This is an optimization exercise on Yosys and OpenROAD, whose aim is small area, a short achievable clock period and few clock cycles, not a production implementation. Where RTL was checked, it was by simulation tests only, not by an equivalence proof against the original. The clock input has no modelled driver; a real chip could not lean on it and would need a root buffer or a full tree.

Setup of run P:
==> flow/design.v <==
module LZ77_Encoder(clk,reset,chardata,valid,encode,finish,offset,match_len,char_nxt);
input               clk;
input               reset;
input       [7:0]   chardata;
output reg          valid;
output              encode;
output reg          finish;
output reg  [3:0]   offset;
output reg  [2:0]   match_len;
output      [7:0]   char_nxt;
assign encode = 1'b1;
reg [79:0] hist;
reg [3:0]  cnt;
reg        st;
reg [9:1]  al;
always @(posedge clk)
    hist <= {hist[71:0], chardata};
reg [3:0] cnt_nx;
always @(*)
    case (cnt)
        4'd0: cnt_nx = 4'd1;
        4'd1: cnt_nx = 4'd2;
        4'd2: cnt_nx = 4'd3;
        4'd3: cnt_nx = 4'd4;
        4'd4: cnt_nx = 4'd5;
        4'd5: cnt_nx = 4'd6;
        4'd6: cnt_nx = 4'd7;
        4'd7: cnt_nx = 4'd8;
        default: cnt_nx = 4'd9;
    endcase
always @(posedge clk or posedge reset)
    if (reset) cnt <= 4'd0;
    else       cnt <= cnt_nx;
wire [7:0] cur = hist[7:0];
assign char_nxt = hist[15:8];
wire [9:1] eq;
genvar g;
generate
    for (g = 1; g <= 9; g = g + 1) begin : cmp
        assign eq[g] = (hist[8*g +: 8] == cur);
    end
endgenerate
wire [9:1] mask;
assign mask[1] = |cnt;
assign mask[2] = cnt[3] | cnt[2] | cnt[1];
assign mask[3] = cnt[3] | cnt[2] | (cnt[1] & cnt[0]);
assign mask[4] = cnt[3] | cnt[2];
assign mask[5] = cnt[3] | (cnt[2] & (cnt[1] | cnt[0]));
assign mask[6] = cnt[3] | (cnt[2] & cnt[1]);
assign mask[7] = cnt[3] | (cnt[2] & cnt[1] & cnt[0]);
assign mask[8] = cnt[3];
assign mask[9] = cnt[3] & cnt[0];
wire       en = (cnt != 4'd0);
wire [2:0] je = st ? 3'd0 : match_len;
wire [9:1] a  = al & eq;
wire [2:0] jn = {je[2] ^ (je[1] & je[0]), je[1] ^ je[0], ~je[0]};
reg [3:0] enc;
integer k;
always @(*) begin
    enc = 4'd0;
    for (k = 1; k <= 9; k = k + 1)
        if (a[k]) enc = k - 1;
end
wire kill = (a == 9'd0) || (je == 3'd7);
wire nk   = kill | ~en;
wire emit = en & kill & ~finish;
always @(posedge clk) begin
    st        <= nk;
    al        <= nk ? mask : a;
    match_len <= kill ? je : jn;
    if (!(kill && !st)) offset <= enc;
end
always @(posedge clk or posedge reset)
    if (reset) begin
        valid  <= 1'b0;
        finish <= 1'b0;
    end else begin
        valid <= emit;
        if (emit && cur == 8'h24) finish <= 1'b1;
    end
endmodule
clock: 13.0 ns
lec_check: 0
cap_margin: 40
core_margin: 2
core_utilization: 30
place_density: 0.35
slew_margin: 40
standard.sh (not shown) runs the stock make flow with config.mk's settings and CLKGATE_MAP_FILE= SYNTH_SCRIPT=/design/flow/synth_recipe.tcl, a recipe that flattens the netlist after the stock synthesis.
==> flow/flow/run.sh <==
#!/bin/bash
# Layout flow: the standard synthesis, then the ORFS layout steps with
# settings from flow/params.sh (port buffer cell, setup margin for
# repair_timing), every logic cell first reset to its smallest drive strength
# so that repair only upsizes what timing needs, and the clock tree that CTS
# builds replaced by one level of buffers (flow/clocktree.tcl).
# Each tool's output goes to a log file here.
set -euo pipefail
source flow/params.sh
R=orfs/results/$FLOW_PLATFORM/LZ77_Encoder/base
bash standard.sh synth > synth.log 2>&1
if [[ "${DOWNSIZE:-0}" == 1 ]]; then
  IN_DB=$R/1_synth.odb openroad -no_init -exit flow/downsize.tcl > downsize.log 2>&1
fi
export CLK_GROUPS CLK_BUF
bash standard.sh "${MAKEVARS[@]}" POST_CTS_TCL=$PWD/flow/clocktree.tcl finish > layout.log 2>&1
Other scripts of this flow, unchanged in this note and not shown: flow/flow/clocktree.tcl, flow/flow/downsize.tcl, flow/flow/params.sh
Testbench counts of run P, summed over its fixed seeds: cycles 24,720.
The following lists how run G was set up differently from run P:
--- a/flow/design.v
+++ b/flow/design.v
@@ -24,11 +24,12 @@
         4'd3: cnt_nx = 4'd4;
         4'd4: cnt_nx = 4'd5;
         4'd5: cnt_nx = 4'd6;
         4'd6: cnt_nx = 4'd7;
         4'd7: cnt_nx = 4'd8;
-        default: cnt_nx = 4'd9;
+        4'd8: cnt_nx = 4'd9;
+        default: cnt_nx = 4'd10;
     endcase
 always @(posedge clk or posedge reset)
     if (reset) cnt <= 4'd0;
     else       cnt <= cnt_nx;
 wire [7:0] cur = hist[7:0];
@@ -38,39 +39,39 @@
 generate
     for (g = 1; g <= 9; g = g + 1) begin : cmp
         assign eq[g] = (hist[8*g +: 8] == cur);
     end
 endgenerate
-wire [9:1] mask;
-assign mask[1] = |cnt;
-assign mask[2] = cnt[3] | cnt[2] | cnt[1];
-assign mask[3] = cnt[3] | cnt[2] | (cnt[1] & cnt[0]);
-assign mask[4] = cnt[3] | cnt[2];
-assign mask[5] = cnt[3] | (cnt[2] & (cnt[1] | cnt[0]));
-assign mask[6] = cnt[3] | (cnt[2] & cnt[1]);
-assign mask[7] = cnt[3] | (cnt[2] & cnt[1] & cnt[0]);
-assign mask[8] = cnt[3];
-assign mask[9] = cnt[3] & cnt[0];
+wire [9:1] vm;
+assign vm[1] = cnt[3] | cnt[2] | cnt[1];
+assign vm[2] = cnt[3] | cnt[2] | (cnt[1] & cnt[0]);
+assign vm[3] = cnt[3] | cnt[2];
+assign vm[4] = cnt[3] | (cnt[2] & (cnt[1] | cnt[0]));
+assign vm[5] = cnt[3] | (cnt[2] & cnt[1]);
+assign vm[6] = cnt[3] | (cnt[2] & cnt[1] & cnt[0]);
+assign vm[7] = cnt[3];
+assign vm[8] = cnt[3] & (cnt[1] | cnt[0]);
+assign vm[9] = cnt[3] & cnt[1];
 wire       en = (cnt != 4'd0);
 wire [2:0] je = st ? 3'd0 : match_len;
-wire [9:1] a  = al & eq;
+wire [9:1] a  = al & eq & vm;
 wire [2:0] jn = {je[2] ^ (je[1] & je[0]), je[1] ^ je[0], ~je[0]};
 reg [3:0] enc;
 integer k;
 always @(*) begin
     enc = 4'd0;
     for (k = 1; k <= 9; k = k + 1)
-        if (a[k]) enc = k - 1;
+        if (al[k]) enc = k - 1;
 end
 wire kill = (a == 9'd0) || (je == 3'd7);
 wire nk   = kill | ~en;
 wire emit = en & kill & ~finish;
 always @(posedge clk) begin
     st        <= nk;
-    al        <= nk ? mask : a;
+    al        <= a | {9{nk}};
     match_len <= kill ? je : jn;
-    if (!(kill && !st)) offset <= enc;
+    offset    <= st ? 4'd0 : enc;
 end
 always @(posedge clk or posedge reset)
     if (reset) begin
         valid  <= 1'b0;
         finish <= 1'b0;
### Flow results
- | synthesized cell count | run G vs run P | about 10% lower |
- | final area | run G vs run P | about 5.4% lower |
- Going from run P to run G, the tapcell count was found to have gone down by 3.
- Setup WNS run P -> run G: better
- Changes observed in run G relative to run P: total met2 wirelength after detailed routing went down 320 um, final design utilization held.
Testbench counts of run G, summed over its fixed seeds: cycles 24,720.
In every run of this note, the design's own scripts or RTL, not TritonCTS, make the clock network.

---

## run 1
LZ77_Encoder, a different RTL version from the one above (not shown whole).
Size: roughly 100 flip-flops, roughly 28 I/O pins, about 4000 µm² of cells after synthesis.
==> module LZ77_Encoder, before the edit <==
module LZ77_Encoder(clk,reset,chardata,valid,encode,finish,offset,match_len,char_nxt);
input               clk;
input               reset;
input       [7:0]   chardata;
output reg          valid;
output              encode;
output reg          finish;
output reg  [3:0]   offset;
output reg  [2:0]   match_len;
output      [7:0]   char_nxt;
assign encode = 1'b1;
reg [79:0] hist;
reg [3:0]  cnt;
reg        st;
reg [9:1]  al;
always @(posedge clk)
    hist <= {hist[71:0], chardata};
always @(posedge clk or posedge reset)
    if (reset)           cnt <= 4'd0;
    else if (cnt != 4'd9) cnt <= cnt + 4'd1;
wire [7:0] cur = hist[7:0];
assign char_nxt = hist[15:8];
wire [9:1] eq;
wire [9:1] mask;
genvar g;
generate
    for (g = 1; g <= 9; g = g + 1) begin : cmp
        assign eq[g]   = (hist[8*g +: 8] == cur);
        assign mask[g] = (cnt >= g);
    end
endgenerate
wire       en = (cnt != 4'd0);
wire [2:0] je = st ? 3'd0 : match_len;
wire [9:1] a  = al & eq;
wire [2:0] jn = je + 3'd1;
reg        stop;
reg [9:1]  a_pr;
integer k;
always @(*) begin
    stop = 1'b0;
    for (k = 1; k <= 7; k = k + 1)
        if (jn == k && a[k]) stop = 1'b1;
    for (k = 1; k <= 9; k = k + 1)
        a_pr[k] = a[k] & ~(stop && (jn > k));
end
reg [3:0] enc;
always @(*) begin
    enc = 4'd0;
    for (k = 1; k <= 9; k = k + 1)
        if (a[k]) enc = k - 1;
end
wire kill = (a == 9'd0) || (je == 3'd7);
wire nk   = kill | ~en;
wire emit = en & kill & ~finish;
always @(posedge clk) begin
    st        <= nk;
    al        <= nk ? mask : a_pr;
    match_len <= kill ? je : jn;
    if (!(kill && !st)) offset <= enc;
end
always @(posedge clk or posedge reset)
    if (reset) begin
        valid  <= 1'b0;
        finish <= 1'b0;
    end else begin
        valid <= emit;
        if (emit && cur == 8'h24) finish <= 1'b1;
    end
endmodule
export LEC_CHECK = 0
export CAP_MARGIN = 40
export CORE_MARGIN = 2
export CORE_UTILIZATION = 30
export PLACE_DENSITY = 0.35
export SLEW_MARGIN = 40
create_clock -name core_clock -period 13.0 [get_ports {clk}]
run.sh (not shown) runs the stock make flow with config.mk's settings and CLKGATE_MAP_FILE= SYNTH_SCRIPT=/design/flow/synth_recipe.tcl, a recipe that flattens the netlist after the stock synthesis.
Stock flow here: none of the scripts above is used.
> inputs changed (run 1 -> run 2)
==> flow/design.v <==
module LZ77_Encoder(clk,reset,chardata,valid,encode,finish,offset,match_len,char_nxt);
input               clk;
input               reset;
input       [7:0]   chardata;
output reg          valid;
output              encode;
output reg          finish;
output reg  [3:0]   offset;
output reg  [2:0]   match_len;
output      [7:0]   char_nxt;
assign encode = 1'b1;
reg [79:0] hist;
reg [9:0]  vld;
reg        st;
reg [9:1]  al;
always @(posedge clk)
    hist <= {hist[71:0], chardata};
always @(posedge clk or posedge reset)
    if (reset) vld <= 10'd0;
    else       vld <= {vld[8:0], 1'b1};
wire [7:0] cur = hist[7:0];
assign char_nxt = hist[15:8];
wire [9:1] eq;
genvar g;
generate
    for (g = 1; g <= 9; g = g + 1) begin : cmp
        assign eq[g] = (hist[8*g +: 8] == cur);
    end
endgenerate
wire [9:1] ale = st ? vld[9:1] : al;
wire [2:0] je  = st ? 3'd0 : match_len;
wire [9:1] a   = ale & eq;
wire [2:0] jn  = je + 3'd1;
reg        stop;
reg [9:1]  a_pr;
integer k;
always @(*) begin
    stop = 1'b0;
    for (k = 1; k <= 7; k = k + 1)
        if (jn == k && a[k]) stop = 1'b1;
    for (k = 1; k <= 9; k = k + 1)
        a_pr[k] = a[k] & ~(stop && (jn > k));
end
reg [3:0] enc;
always @(*) begin
    enc = 4'd0;
    for (k = 1; k <= 9; k = k + 1)
        if (a_pr[k]) enc = k - 1;
end
wire kill = (a == 9'd0) || (je == 3'd7);
wire en   = vld[0];
wire emit = en & kill & ~finish;
always @(posedge clk) begin
    st <= kill | ~en;
    al <= a_pr;
    if (kill) begin
        match_len <= je;
        if (st) offset <= 4'd0;
    end else begin
        match_len <= jn;
        offset    <= enc;
    end
end
always @(posedge clk or posedge reset)
    if (reset) begin
        valid  <= 1'b0;
        finish <= 1'b0;
    end else begin
        valid <= emit;
        if (emit && cur == 8'h24) finish <= 1'b1;
    end
endmodule
### Flow results
No run among run 1 and run 2 stopped early or left any final violation; all are clean. Area fraction of clock buffers and clock inverters: lower on run 2. As far as boundary pin count goes, run 1 and run 2 are indistinguishable; the numbers are identical. Against run 1, run 2 comes in about 4% higher on floorplan die area. Across both runs, die span in y was higher for run 2 than for run 1. Compared with run 1, run 2 degrades cell area.
Testbench counts of run 2, summed over its fixed seeds: cycles 24,720.
The RTL of run 1 was laid out without a check of its function.

-- what the ideal ports hide --
In the flow no input, the clock included, has a driving cell. The finished layouts below were timed again as built, in two steps.
Step 1 assumes that a clkbuf_16 drives the clock port and a buf_2 every other input.
Step 2, shift: input delay + t, output delay - t, t = (earliest + latest rising clock arrival at the registers) / 2. This alone moves slack from input paths to output paths.
Slacks: ideal ports / drivers / drivers and shift; pairs: ideal ports / drivers.
run	shift t [ns]	slack for setup (ns)	worst hold slack (ns)
run P	0.223	9.723 / 9.635 / 9.857	0.365 / 0.365 / 0.365
run G	0.221	9.726 / 9.637 / 9.858	0.366 / 0.366 / 0.366
run 1	0.379	9.136 / 9.097 / 9.476	0.363 / 0.363 / 0.363
run 2	0.388	9.134 / 9.092 / 9.480	0.362 / 0.362 / 0.362
After both steps setup and hold are still met in every run listed.
